Source: an optimization exercise on an open RTL-to-GDS flow (aim: small area). Production flows keep margins and buffers that such runs may drop. Function was checked by simulation only, so behaviour that the tests miss may differ from the original. Power is estimated from default activity; no workload was simulated.

===== design/flow/flow/run.sh =====
#!/bin/bash
# Layout flow: the standard ORFS flow with two changes.
#  1. Synthesis is the standard synthesis script (synth_recipe.tcl) except that
#     ABC maps the combinational logic with an area-oriented script (balanced first)
#     (flow/abc_area.script); the flip-flops are mapped before ABC runs, so
#     the registers are the standard synthesis's.
#  2. Port buffers are sky130_fd_sc_hd__buf_1 cells (every input and output
#     port still gets its buffer).
# Everything else (floorplan, power grid, tap cells, placement, CTS, routing,
# finish) is standard.sh's make run. Each tool's output goes to the ORFS logs
# under orfs/logs; make's own output goes to flow_make.log here.
set -euo pipefail
W=$(pwd)
{
	echo "proc abc {args} { set i [lsearch \$args -script]; if {\$i >= 0} { lset args [expr {\$i + 1}] {$W/flow/abc_area.script} }; yosys abc {*}\$args }"
	cat "$W/synth_recipe.tcl"
} > "$W/own_synth.tcl"
sed -e "s#SYNTH_SCRIPT=[^ ]*#SYNTH_SCRIPT=$W/own_synth.tcl#" \
	-e "s#\"\${@:-finish}\"#'BUFFER_PORTS_ARGS=-buffer_cell sky130_fd_sc_hd__buf_1' \"\${@:-finish}\"#" \
	"$W/standard.sh" > "$W/own_standard.sh"
grep -q own_synth.tcl "$W/own_standard.sh"
grep -q BUFFER_PORTS_ARGS "$W/own_standard.sh"
bash "$W/own_standard.sh" > "$W/flow_make.log" 2>&1
test -f "$W/out/final.def"

===== design/flow/flow/abc_area.script =====
strash
&get -n
&st
&b -d
&dch
&nf -R 20
&put

===== design/flow/config.mk =====
export PLATFORM = sky130hd
export DESIGN_NAME = arya
export DESIGN_NICKNAME = arya
export VERILOG_FILES = /design/flow/design.v
export SDC_FILE = /design/flow/constraint.sdc
export NUM_CORES = 4
export LEC_CHECK = 0
export CAP_MARGIN = 20
export CORE_MARGIN = 2
export CORE_UTILIZATION = 65
export CTS_BUF_LIST = sky130_fd_sc_hd__clkbuf_8
export CTS_CLUSTER_DIAMETER = 60
export CTS_CLUSTER_SIZE = 14
export PLACE_DENSITY = 0.75
export SETUP_SLACK_MARGIN = 0.2
export SLEW_MARGIN = 20

===== design/flow/design.v =====
`timescale 1ns / 1ps
module arya (
	input clk,
	input reset,
	input en,
	output [7:0] imem_addr_out,
	input [31:0] imem_data_in,
	input [63:0] datamem_data_in,
	input [1:0] start_thread,
	input [1:0] debug_commands,
	input [1:0] action_data_in,
	input action_wen,
	input [0:0] action_thread_id_in,
	output [15:0] datamem_addr_out,
	output [127:0] datamem_data_out,
	output [1:0] datamem_we_out,
	output [0:0] thread_id_out,
	output [1:0] thread_busy,
	output [1:0] thread_done,
	output reg [31:0] halt_counter_out
);
reg tid;
always @(posedge clk) tid <= reset ? 1'b0 : ~tid;
reg [7:0] pc0, pc1;
reg [5:0] tc0, tc1;           
assign thread_busy = {|tc1, |tc0};
assign thread_done = {tc1[5], tc0[5]};
always @(posedge clk) begin
	if (reset) tc0 <= 6'd0;
	else if (tc0 == 6'd0) tc0 <= {5'd0, start_thread[0]};
	else if (tc0[5]) tc0 <= 6'd0;
	else tc0 <= tc0 + 6'd1;
	if (reset) tc1 <= 6'd0;
	else if (tc1 == 6'd0) tc1 <= {5'd0, start_thread[1]};
	else if (tc1[5]) tc1 <= 6'd0;
	else tc1 <= tc1 + 6'd1;
end
wire em_br;
reg em_tid;
reg [6:0] em_target;
always @(posedge clk) begin
	if (reset || thread_done[0]) pc0 <= 8'd0;
	else if (en && thread_busy[0]) begin
		if (em_br && !em_tid) pc0[7:1] <= em_target;
		else pc0 <= pc0 + 8'd1;
	end
	if (reset || thread_done[1]) pc1 <= 8'd0;
	else if (en && thread_busy[1]) begin
		if (em_br && em_tid) pc1[7:1] <= em_target;
		else pc1 <= pc1 + 8'd1;
	end
end
assign imem_addr_out = {tid, tid ? pc1[7:1] : pc0[7:1]};
reg fd_tid;
always @(posedge clk)
	if (reset) fd_tid <= 1'b0;
	else if (en) fd_tid <= tid;
wire [31:0] inst = imem_data_in;
wire halt = &inst[31:26];
wire [5:0] ctl = halt ? 6'd0 : inst[31:26];
always @(posedge clk)
	if (reset) halt_counter_out <= 32'd0;
	else if (halt) halt_counter_out <= halt_counter_out + 32'd1;
reg [5:0] de_ctl;
reg [15:0] de_imm;
reg [3:0] de_h1, de_l1, de_h2, de_l2;    
reg de_tid;
always @(posedge clk) begin
	if (reset) begin
		de_ctl <= 6'd0;
		de_imm[3:0] <= 4'd0;
		de_tid <= 1'b0;
	end else if (en) begin
		de_ctl <= ctl;
		de_imm[3:0] <= inst[3:0];
		de_tid <= fd_tid;
	end
	if (en) begin
		de_imm[15:4] <= inst[15:4];
		de_h1 <= 4'd1 << inst[24:23];
		de_l1 <= 4'd1 << inst[22:21];
		de_h2 <= 4'd1 << inst[19:18];
		de_l2 <= 4'd1 << inst[17:16];
	end
end
wire de_wr_en = de_ctl[5];
wire de_beq = de_ctl[4];
wire de_bneq = de_ctl[3];
wire de_imm_sel = de_ctl[2];
wire de_mem_write = de_ctl[1];
wire de_mem_reg_sel = de_ctl[0];
reg [63:0] rf [0:15];
reg ov6, ov7, ov14, ov15;
reg [1:0] ad7, ad15;
wire [15:0] oh1 = {{4{de_h1[3]}}, {4{de_h1[2]}}, {4{de_h1[1]}}, {4{de_h1[0]}}} & {4{de_l1}};
wire [15:0] oh2 = {{4{de_h2[3]}}, {4{de_h2[2]}}, {4{de_h2[1]}}, {4{de_h2[0]}}} & {4{de_l2}};
wire [3:0] de_r2a = {de_h2[3] | de_h2[2], de_h2[3] | de_h2[1], de_l2[3] | de_l2[2], de_l2[3] | de_l2[1]};
wire [15:0] keep = ~{ov15, ov14, 6'd0, ov7, ov6, 6'd0};
wire [63:0] ovv1 = ((oh1[6] & ov6) | (oh1[14] & ov14) ? 64'hFF00FFFFFFFFFFFF : 64'd0)
	| {14'd0, (oh1[7] & ov7 ? ad7 : 2'd0) | (oh1[15] & ov15 ? ad15 : 2'd0), 48'd0};
wire [63:0] ovv2 = ((oh2[6] & ov6) | (oh2[14] & ov14) ? 64'hFF00FFFFFFFFFFFF : 64'd0)
	| {14'd0, (oh2[7] & ov7 ? ad7 : 2'd0) | (oh2[15] & ov15 ? ad15 : 2'd0), 48'd0};
reg [63:0] rd1, rd2;
integer k;
always @(*) begin
	rd1 = ovv1;
	rd2 = ovv2;
	for (k = 0; k < 16; k = k + 1) begin
		rd1 = rd1 | (rf[k] & {64{oh1[k] & keep[k]}});
		rd2 = rd2 | (rf[k] & {64{oh2[k] & keep[k]}});
	end
end
reg pw_v;
reg [3:0] pw_a;
reg [63:0] pw_d_n;    
reg pa0_v, pa1_v;
reg [1:0] pa0_d, pa1_d;
reg mw_wr_en, mw_mem_reg_sel, mw_tid;
reg [3:0] mw_wr_addr;
reg [63:0] mw_accum;
wire wena = mw_wr_en && en;
wire [63:0] wdata = mw_mem_reg_sel ? datamem_data_in : mw_accum;
wire act0 = action_wen && !wena && !action_thread_id_in[0];
wire act1 = action_wen && !wena && action_thread_id_in[0];
always @(posedge clk) begin
	if (reset) begin
		pw_v <= 1'b0;
		pa0_v <= 1'b0;
		pa1_v <= 1'b0;
	end else if (en) begin
		pw_v <= wena;
		pa0_v <= act0;
		pa1_v <= act1;
	end else begin
		if (act0) pa0_v <= 1'b1;
		if (act1) pa1_v <= 1'b1;
	end
	if (en) begin
		pw_a <= mw_wr_addr;
		pw_d_n <= ~wdata;
	end
	if (act0) pa0_d <= action_data_in;
	if (act1) pa1_d <= action_data_in;
end
wire [63:0] wd0 = reset ? 64'd0 : ~pw_d_n;
genvar r;
generate
	for (r = 0; r < 16; r = r + 1) begin : row
		wire we = reset || (en && pw_v && pw_a == r);
		always @(posedge clk)
			if (we) rf[r] <= wd0;
	end
endgenerate
always @(posedge clk) begin
	if (reset) begin
		ov6 <= 1'b0;
		ov7 <= 1'b0;
		ov14 <= 1'b0;
		ov15 <= 1'b0;
	end else if (en) begin
		if (pa0_v) begin
			ov6 <= 1'b1;
			ov7 <= 1'b1;
		end else begin
			if (pw_v && pw_a == 4'd6) ov6 <= 1'b0;
			if (pw_v && pw_a == 4'd7) ov7 <= 1'b0;
		end
		if (pa1_v) begin
			ov14 <= 1'b1;
			ov15 <= 1'b1;
		end else begin
			if (pw_v && pw_a == 4'd14) ov14 <= 1'b0;
			if (pw_v && pw_a == 4'd15) ov15 <= 1'b0;
		end
	end
	if (en && pa0_v) ad7 <= pa0_d;
	if (en && pa1_v) ad15 <= pa1_d;
end
wire [63:0] a = rd1;
wire [63:0] b = de_imm_sel ? {{48{de_imm[15]}}, de_imm} : rd2;
wire [3:0] alu_ctrl = de_imm_sel ? 4'd1 : (de_beq || de_bneq) ? 4'd2 : de_imm[3:0];
wire sub = (alu_ctrl == 4'd2) || (alu_ctrl == 4'd7);
wire e_s = (alu_ctrl == 4'd1) || (alu_ctrl == 4'd2);    
wire e_g = (alu_ctrl == 4'd3) || (alu_ctrl == 4'd4);    
wire e_p = (alu_ctrl == 4'd4) || (alu_ctrl == 4'd6);    
wire e_n = (alu_ctrl == 4'd5);
wire e_l = (alu_ctrl == 4'd8);
wire e_r = (alu_ctrl == 4'd9);
wire e_k = (alu_ctrl == 4'd0);
wire e_lt = (alu_ctrl == 4'd7);
wire [63:0] p = a ^ b ^ {64{sub}};
wire [63:0] g = a & ~p;
reg [63:0] G, P;
integer l, i;
always @(*) begin
	G = g;
	P = p;
	G[0] = g[0] | (p[0] & sub);
	for (l = 1; l < 64; l = l * 2)
		for (i = 2 * l - 1; i < 64; i = i + 2 * l) begin
			G[i] = G[i] | (P[i] & G[i - l]);
			P[i] = P[i] & P[i - l];
		end
	for (l = 16; l >= 1; l = l / 2)
		for (i = 3 * l - 1; i < 64; i = i + 2 * l) begin
			G[i] = G[i] | (P[i] & G[i - l]);
			P[i] = P[i] & P[i - l];
		end
end
wire [63:0] cin = {G[62:0], sub};
wire [63:0] accum = (p ^ (cin & {64{e_s}})) & {64{e_s | e_p}}
	| (g & {64{e_g}})
	| (~a & {64{e_n}})
	| ({a[62:0], 1'b0} & {64{e_l}})
	| ({1'b0, a[63:1]} & {64{e_r}})
	| (64'hdeafdeafdeafdeaf & {64{e_k}})
	| {63'd0, e_lt & ~G[63]};
wire [3:0] wr_addr = de_imm_sel ? de_r2a : de_imm[14:11];
reg [63:0] em_accum, em_store_n;    
reg [3:0] em_wr_addr;
reg em_wr_en, em_mem_write, em_mem_reg_sel, em_beq, em_bneq, em_valid;
always @(posedge clk) begin
	if (reset) begin
		em_valid <= 1'b0;
		em_wr_en <= 1'b0;
		em_mem_write <= 1'b0;
		em_beq <= 1'b0;
		em_bneq <= 1'b0;
		em_tid <= 1'b0;
	end else if (en) begin
		em_valid <= 1'b1;
		em_wr_en <= de_wr_en;
		em_mem_write <= de_mem_write;
		em_beq <= de_beq;
		em_bneq <= de_bneq;
		em_tid <= de_tid;
	end
	if (en) begin
		em_accum <= accum;
		em_store_n <= ~rd2;
		em_wr_addr <= wr_addr;
		em_mem_reg_sel <= de_mem_reg_sel;
		em_target <= de_imm[6:0];
	end
end
wire em_zero = ~|em_accum;
assign em_br = (em_beq && em_zero) || (em_bneq && !em_zero);
wire o1 = em_valid & em_tid;
wire o0 = em_valid & ~em_tid;
assign datamem_addr_out = {em_accum[7:0] & {8{o1}}, em_accum[7:0] & {8{o0}}};
assign datamem_data_out = {~em_store_n & {64{o1}}, ~em_store_n & {64{o0}}};
assign datamem_we_out = {em_tid & em_mem_write, ~em_tid & em_mem_write};
always @(posedge clk) begin
	if (reset) begin
		mw_wr_en <= 1'b0;
		mw_tid <= 1'b0;
	end else if (en) begin
		mw_wr_en <= em_wr_en;
		mw_tid <= em_tid;
	end
	if (en) begin
		mw_wr_addr <= em_wr_addr;
		mw_mem_reg_sel <= em_mem_reg_sel;
		mw_accum <= em_accum;
	end
end
assign thread_id_out = mw_tid;
endmodule

===== design/flow/constraint.sdc =====
create_clock -name core_clock -period 7.0 [get_ports {clk}]
set_input_delay 1.4000 -clock core_clock [delete_from_list [all_inputs] [get_ports {clk}]]
set_output_delay 1.4000 -clock core_clock [all_outputs]
set_load 0.01 [all_outputs]

===== design/flow/standard.sh =====
#!/bin/bash
# synth_recipe.tcl (not shown) runs the flow's synth.tcl, then flattens the netlist and writes it again
# the make line also repeats each setting of config.mk as NAME=value (left out here)
make -C /OpenROAD-flow-scripts/flow DESIGN_CONFIG=/design/flow/config.mk WORK_HOME=/design/flow/orfs CLKGATE_MAP_FILE= SYNTH_SCRIPT=/design/flow/synth_recipe.tcl "${@:-finish}"

==> metrics.yaml, run 1 <==
floorplanning:
  core_area_um2: 93330
  die_area_um2: 96690
  fp-row-count: 112
  die_y_um: 310.9
  io_pins: 298
  start_util: 0.6562
  die_w_um: 310.9
synthesis:
  yosys-top-cells-area: "edfxtp_1, a222oi_1, dfxtp_1"
  yosys.area.top_type: "edfxtp_1"
  avgSynthCellArea_um2: 14.09
  syn_nets: 4461
  ys_types: 56
  ys.warnings.count: 2
  synth_edf_count: 1337
  yosysTopAreaCellShare: 0.6556
  syn_area_um2: 61240
  synthFlopType: "edfxtp_1"
  ys_seq_area_frac: 0.6844
  syn_inst: 4347
  synth-seq-cells: 1425
  synthArstFlopShare: 0
drt:
  viasPerCell: 7.994
  drc: 0
  routed_wl_um: 233300
  vias: 50360
  wl_per_cell_um: 37.03
  drtAntennaViolNets: 0
  first_pass_iters: 17
  drt-initial-drc-count: 13610
setup_path:
  cpMaxStageDelayCell: "edfxtp_1"
  cp.arrival_ns: 7.26
  cp-end-kind: "flop"
  start_kind: "flop"
  path_delay_family: "compound AO/OA/AOI/OAI gates"
  required_ns: 7.60
  critical-path-max-stage-delay_ns: 0.53
  crit_path_max_fanout: 29
  crit_buf_inv: 2
  crit_top_cell: "nand3_1"
  critPathKind: "reg2reg"
  cp_cell_sequence: "and2_4 -> a22o_1 -> a221oi_1 -> nand3_1 -> xnor2_1 -> xnor2_2 -> mux2i_1 -> o31ai_2 -> a311oi_1 -> buf_4 -> o221ai_1 -> buf_4 -> a221o_1 -> nand3_1 -> nand3_1 -> a211oi_4 -> o41a_1 -> o21ai_1 -> o211ai_1 -> xnor2_1 -> o221ai_1"
grt:
  grt_pass1_vias: 47090
  globalRoute.totalOverflow: 0
  grt_max_degree: 135
  antenna_found_initial: 8
  track_usage: 0.4684
  grt_pass1_wl_um: 325900
clocking:
  hold_buffers: 0
  path_clk_slew_ns: 0.10
  numCtsBuffers: 121
  cts_max_level: 3
  clkSinkCount: 1425
  clk_latency_ns: 0.89
  clockBufferDepth: 3
  tritoncts: "done"
  cts_root_buf: "clkbuf_8"
place:
  portBuffers: 293
  hpwl_um: 139900
  placedInstanceArea_um2: 66010
  routabilityCongestion: 1.007
finish:
  mostFrequentLayoutCells: "edfxtp_1, nor2_1, a222oi_1, nand2_1, buf_1"
  drive_gt1_frac: 0.08651
  layout_commonest_cell: "edfxtp_1"
  fin_area_um2: 68420
  finalNetCount: 5080
  areaGrowthSynthToFinish_pct: 11.72
sta:
  drv_slew: 0
  setup_viol: 0
  fmaxAchievable_ghz: 0.1503
  maxSlewHeadroom: 0.1336
  fin_tns_setup_ns: 0
  post-route-min-period_ns: 6.654
  worstMarginPinSlew_ns: 1.300
  fin_worst_skew_ns: 0.05685
  grt_setup_unrepaired: "false"
  hold_viol: 0
  fin_crit_sh: 0.9505
power_and_ir_drop:
  p_leak_nw: 23.47
  powerDensity_nw_per_um2: 290.6
  peakVddDrop_v: 0.0002087
min_path:
  hold_class: "reg2reg"
outcome:
  outcome: "finished clean"
job:
  drv_cap: 0
## registers in the layout, indices dropped and copies added (netlist names), 2 cells and up
name              flops
ad7                   2
ad15                  2
em_target             7
mw_wr_addr            4
em_accum             64
rf                 1024
em_store_n           64
de_ctl                6
pw_d_n               64
de_h1                 4
halt_counter_out     32
pa0_d                 2
em_wr_addr            4
de_l2                 4
mw_accum             64
de_imm               16
tc1                   6
pw_a                  4
pa1_d                 2
pc0                   8
de_h2                 4
pc1                   8
tc0                   6
de_l1                 4
## worst register-to-register path: cells and delay by family, from the launching register on
kind,cells,cell delay (ns)
AO/OA/AOI/OAI,11,3.06
XOR/XNOR,3,0.75
buffers and inverters,2,0.44
flip-flops,1,0.53
multiplexers,1,0.38
AND/OR/NAND/NOR,4,1.25
## routing by layer
| layer | vias up | GRT usage | share of wire |
|---|---|---|---|
| met5 | - | 0.01186 | 0.0012 |
| met2 | 5843 | 0.6705 | 0.42 |
| li1 | 19660 | - | - |
| met4 | 18 | 0.3083 | 0.084 |
| met1 | 23410 | 0.6079 | 0.31 |
| met3 | 1433 | 0.1647 | 0.19 |
## cell usage after synthesis, types with 22 or more instances
cell          n
nand2_1     354
mux2i_1      88
xor2_1       26
a22oi_1     198
a22o_1       78
a2111oi_0    28
a21oi_1     121
nor4_1       29
nor2_1      412
edfxtp_1   1337
and3_1       60
dfxtp_1      88
nand3_1     151
a21boi_0     43
nand4_1      79
o221ai_1     28
a211oi_1     34
nor3_1       36
o21ai_0     134
a222oi_1    362
and2_0       51
nor2b_1      25
clkinv_1     35
xnor2_1     177
a221oi_1    153
o22ai_1      22
## per-stage QoR
stage	total power, mW	utilization	setup WS, ns	hold slack (ns)	instances
floorplan	13.26	-	0.2254	0.4003	4347
global placement	14.93	0.7072	0.5183	0.4014	6084
detailed placement	15.02	0.7072	0.4768	0.4045	6084
CTS	19.51	0.7309	0.3908	0.4272	6281
global route	20.31	0.7330	0.2442	0.4337	6296
finish	19.88	0.7331	0.3463	0.4266	6300
## worst paths after layout
check,slack [ns],endpoint,from,cells past startpoint
worst max-delay path,0.35,em_accum[63],de_l1[3],21
worst min-delay path,0.43,mw_mem_reg_sel,em_mem_reg_sel,0
worst max register to register,0.35,em_accum[63],de_l1[3],21
worst min register to register,0.43,mw_mem_reg_sel,em_mem_reg_sel,0
## layout make-up
type                    count  area (µm²)
diodes                      6       15.01
fillers                  6155       24910
multi-input cells        2885       19610
clock buffers             129        1775
well taps                1254        1569
flip-flops and latches   1425       41910
clock inverters            68       436.7
inverters                  35       132.6
repair buffers            498        2969
## report_power, final
part	leakage, nW	switching [mW]	internal, mW
clock	1.27	2.84	1.85
combinational	7.98	2.95	1.39
sequential	14.2	0.553	10.3
## logic make-up (layout without fill, tap and decap cells)
family                   after synthesis  count (layout)  synth area share
XOR/XNOR                             203             203           0.02903
adder cells (fa/ha/maj)                7               7          0.001430
AO/OA/AOI/OAI                       1316            1316            0.1719
AND/OR/NAND/NOR                     1261            1262           0.09474
multiplexers                          97              97           0.01604
flip-flops                          1425            1425            0.6844
other                                  0               6                 0
buffers and inverters                 38             730          0.002513
## what timing repair did
| action | CTS | global route |
|---|---|---|
| setup endpoints to repair | 0 | 4 |
| gates resized for setup | 0 | 7 |
| setup buffers | 0 | 11 |
==> inputs of run 2 (changes only) <==
==> design/flow/flow/abc_area.script (replaced) <==
strash
&get -n
&st
&b -d
&dch
&nf -R 20 -C 32 -F 8 -A 4
&put
==> run 2 against run 1 <==
Net effect:
- clock-buffer cell count decreased by 6
- power shrank 1.2%
- worst hold slack worse by 0.0013 ns
- critical path type unchanged
- still clean on timing, DRC and antenna
- register-to-register slack worse by 0.15 ns
- worst setup slack lost 0.15 ns
- largest cell class unchanged
- clock power about the same
- sequential power barely moved
- core utilization is 0.31 points lower
- sequential share of layout area increased by 0.35 points
==> metrics.yaml, run 2 <==
synthesis:
  ys_seq_area_frac: 0.6857  # +0.001331
  synth_common_cells: "edfxtp_1, nor2_1, a222oi_1, nand2_1, a22oi_1"
  synth-simple-area-share: 0.09384  # -0.0009007
  avgSynthCellArea_um2: 14.30  # +1.5%
  yosysTopAreaCellShare: 0.6569  # +0.001275
  synthArstFlopShare: 0  # unchanged
  synth-xor-area-share: 0.03026  # +0.001223
  synth_most_common_cell: "edfxtp_1"
  yosys.area.top_type: "edfxtp_1"
  synthAdderAreaFrac: 0.001433  # +0.000002781
  synth_edf_count: 1337  # unchanged
  syn_nets: 4388  # -1.6%
  synth-compound-area-share: 0.1690  # -0.002839
  synthFlopType: "edfxtp_1"
  synthMuxAreaShare: 0.01642  # +0.0003792
  ys_types: 59  # +5.4%
  syn_inst: 4274  # -1.7%
  synth_top_family_by_area: "compound AO/OA/AOI/OAI gates"
  ys.warnings.count: 2  # unchanged
  synth-seq-cells: 1425  # unchanged
  syn_area_um2: 61120  # -0.19%
  yosys-top-cells-area: "edfxtp_1, a222oi_1, a22oi_1"
grt:
  grt_pass1_wl_um: 321400  # -1.4%
  grt_pass1_vias: 47330  # +0.50%
  antenna_found_initial: 7  # -1
  grt_max_degree: 138  # +2.2%
  track_usage: 0.4625  # -0.005939
  globalRoute.totalOverflow: 0  # unchanged
drt:
  drt-initial-drc-count: 13640  # +0.19%
  first_pass_iters: 14  # -3
  wl_per_cell_um: 37.30  # +0.74%
  routed_wl_um: 230700  # -1.1%
  viasPerCell: 8.115  # +1.5%
  drtAntennaViolNets: 0  # unchanged
  vias: 50180  # -0.35%
  drc: 0  # unchanged
clocking:
  cts_max_level: 3  # unchanged
  hold_buffers: 0  # unchanged
  clk_latency_ns: 0.89  # about the same
  clkSinkCount: 1425  # unchanged
  tritoncts: "done"
  clockBufferDepth: 3  # unchanged
  numCtsBuffers: 119  # -1.7%
  cts_root_buf: "clkbuf_8"
  path_clk_slew_ns: 0.09  # about the same
power_and_ir_drop:
  power_mw: 19.65  # -1.2%
  p_leak_nw: 23.00  # -2.0%
  peakVddDrop_v: 0.0002012  # -3.6%
  powerDensity_nw_per_um2: 288.8  # -0.59%
floorplanning:
  fp-row-count: 112  # unchanged
  die_area_um2: 96500  # -0.19%
  io_pins: 298  # unchanged
  die_y_um: 310.6  # about the same
  core_area_um2: 93190  # -0.15%
  start_util: 0.6559  # about the same
  die_w_um: 310.6  # about the same
sta:
  setup_viol: 0  # unchanged
  fin_worst_skew_ns: 0.04720  # -0.009644 ns
  maxSlewHeadroom: 0.1251  # -0.008577
  whs_ns: 0.4253  # -0.001346 ns
  fin_tns_setup_ns: 0  # unchanged
  hold_viol: 0  # unchanged
  grt_setup_unrepaired: "false"
  post-route-min-period_ns: 6.802  # +0.1485 ns
  drv_slew: 0  # unchanged
  timing.final.ws_setup_ns: 0.1978  # -0.1485 ns
  fin_crit_sh: 0.9717  # +0.02121
  worstMarginPinSlew_ns: 1.312  # +0.01287 ns
  fmaxAchievable_ghz: 0.1470  # -2.2%
min_path:
  min_from: "em_wr_addr[3]"
  hold_depth: 0  # unchanged
  hold_class: "reg2reg"
  worstHoldEndpoint: "mw_wr_addr[3]"
setup_path:
  start_kind: "flop"
  timing.rr.start: "de_h1[2]"
  r2r_slack_ns: 0.20  # -0.15 ns
  r2r_end: "em_accum[47]"
  r2r_cells: 22  # +4.8%
  required_ns: 7.58  # -0.02 ns
  cp-end-kind: "flop"
  crit_path_max_fanout: 19  # -34%
  cpMaxStageDelayCell: "or4_4"
  cp_cell_sequence: "and2_4 -> a222oi_1 -> nand4_1 -> a2111oi_1 -> nand2_1 -> mux2_1 -> mux2i_2 -> o221ai_2 -> a221oi_4 -> buf_4 -> o221ai_1 -> and3b_1 -> or4_4 -> buf_4 -> and2_0 -> a21oi_1 -> nor3_1 -> a21o_1 -> a21oi_1 -> a211oi_1 -> xnor2_1 -> o2111ai_1"
  cp.arrival_ns: 7.38  # +0.12 ns
  critPathKind: "reg2reg"
  critical-path-max-stage-delay_ns: 0.64  # +0.11 ns
place:
  placed_cells: 5999  # -1.4%
  post-place-ws_ns: 0.003761  # -0.4730 ns
  routabilityCongestion: 0.9430  # -6.3%
  hpwl_um: 133800  # -4.3%
  portBuffers: 293  # unchanged
  placedInstanceArea_um2: 65700  # -0.47%
finish:
  final-instance-count-excl-fill: 6184  # -1.8%
  layout_commonest_cell: "edfxtp_1"
  fin_area_um2: 68030  # -0.58%
  largest_reg_flops: 1024  # unchanged
  mostFrequentLayoutCells: "edfxtp_1, nor2_1, a222oi_1, buf_1, nand2_1"
  final_util: 0.7300  # -0.003127
  drive_gt1_frac: 0.08550  # -0.001008
  largest-register: "rf"
  areaGrowthSynthToFinish_pct: 11.30
  finalNetCount: 4986  # -1.9%
outcome:
  outcome: "finished clean"
job:
  drv_cap: 0  # unchanged
-- run 2: cell count changes in the layout (fill, tap and decap cells not counted), sizes merged, moves of 31 or more --
cell and delta:
a21boi -43, a21oi +34, a221oi -31, a22o -36, a22oi +63, nand2 -57
nand3 -58, nand4 +39
-- run 2: area by class of cell --
| type | instances | area, µm² |
|---|---|---|
| Clock buffer | 123 | 1693 |
| Fill cell | 6156 | 25160 |
| Tap cell | 1254 | 1569 |
| Multi-Input combinational cell | 2799 | 19430 |
| Antenna cell | 6 | 15.01 |
| Clock inverter | 50 | 450.4 |
| Timing Repair Buffer | 479 | 2778 |
| Inverter | 48 | 181.4 |
| Sequential cell | 1425 | 41910 |
-- run 2: worst max-delay path by stage --
stage / endpoint / startpoint / slack [ns]
after detailed placement: em_accum[63] / de_ctl[4] / 0.004
after global placement: em_accum[63] / de_ctl[4] / 0.05
after floorplan: em_accum[47] / de_l1[2] / 0.31
after CTS: em_accum[63] / de_ctl[4] / 0.25
after global routing: em_accum[63] / de_h1[2] / 0.11
final: em_accum[47] / de_h1[2] / 0.20
-- run 2: layer usage --
layer	track usage	wire length, µm
met1	0.5830	71630
met4	0.3043	20120
met3	0.1722	42000
met5	0.002470	40
met2	0.6743	96890
-- run 2: cells by family after synthesis --
logic type      after synthesis
flops                      1425
compound gates             1293
simple gates               1191
xor+xnor                    208
mux                          99
buf+inv                      51
fa+ha+maj                     7
-- run 2: report_power, final --
group	internal [mW]	total (mW)	switching [mW]
Clock	1.90	4.66	2.76
Combinational	1.39	4.28	2.89
Sequential	10.2	10.7	0.465
-- run 2: what timing repair did --
| action | in CTS | in global routing |
|---|---|---|
| resized for setup | 2 | 15 |
| setup buffers | 0 | 4 |
| gates cloned | 0 | 1 |
| pin swaps | 1 | 4 |
| endpoints found under the setup margin | 8 | 21 |
-- run 2: worst max-delay path: cells and delay by family, from the launching register on --
kind / cells / cell delay [ns]
AO/OA/AOI/OAI: 10 / 2.75
buffers and inverters: 2 / 0.39
XOR/XNOR: 1 / 0.22
AND/OR/NAND/NOR: 7 / 1.99
flip-flops: 1 / 0.52
multiplexers: 2 / 0.62

-- afterwards: timing with drivers on the ports --
No port has a modelled driver above. Below, the same layouts with a new extraction and two added sets of constraints.
Step 1 (the two cells are an assumption about what drives the block):
set clk [get_ports {clk}]
set_driving_cell -lib_cell sky130_fd_sc_hd__clkbuf_16 $clk
set_driving_cell -lib_cell sky130_fd_sc_hd__buf_2 [delete_from_list [all_inputs] $clk]
Step 2 times the ports against the registers' clock, not the clock port: input delays grow and output delays shrink by t, the midpoint of the rising clock arrivals with the driver on.
a / b / c = ideal ports / drivers / drivers and shift; a / b = the first two.
run | t (ns) | setup WS [ns] | worst hold slack (ns) | worst register clock-pin slew, ns
run 1 | 0.941 | 0.346 / 0.346 / 0.346 | 0.427 / 0.427 / 0.427 | 0.11 / 0.11
run 2 | 0.946 | 0.198 / 0.198 / 0.198 | 0.425 / 0.425 / 0.425 | 0.11 / 0.11
After both steps setup and hold are still met in every run listed.
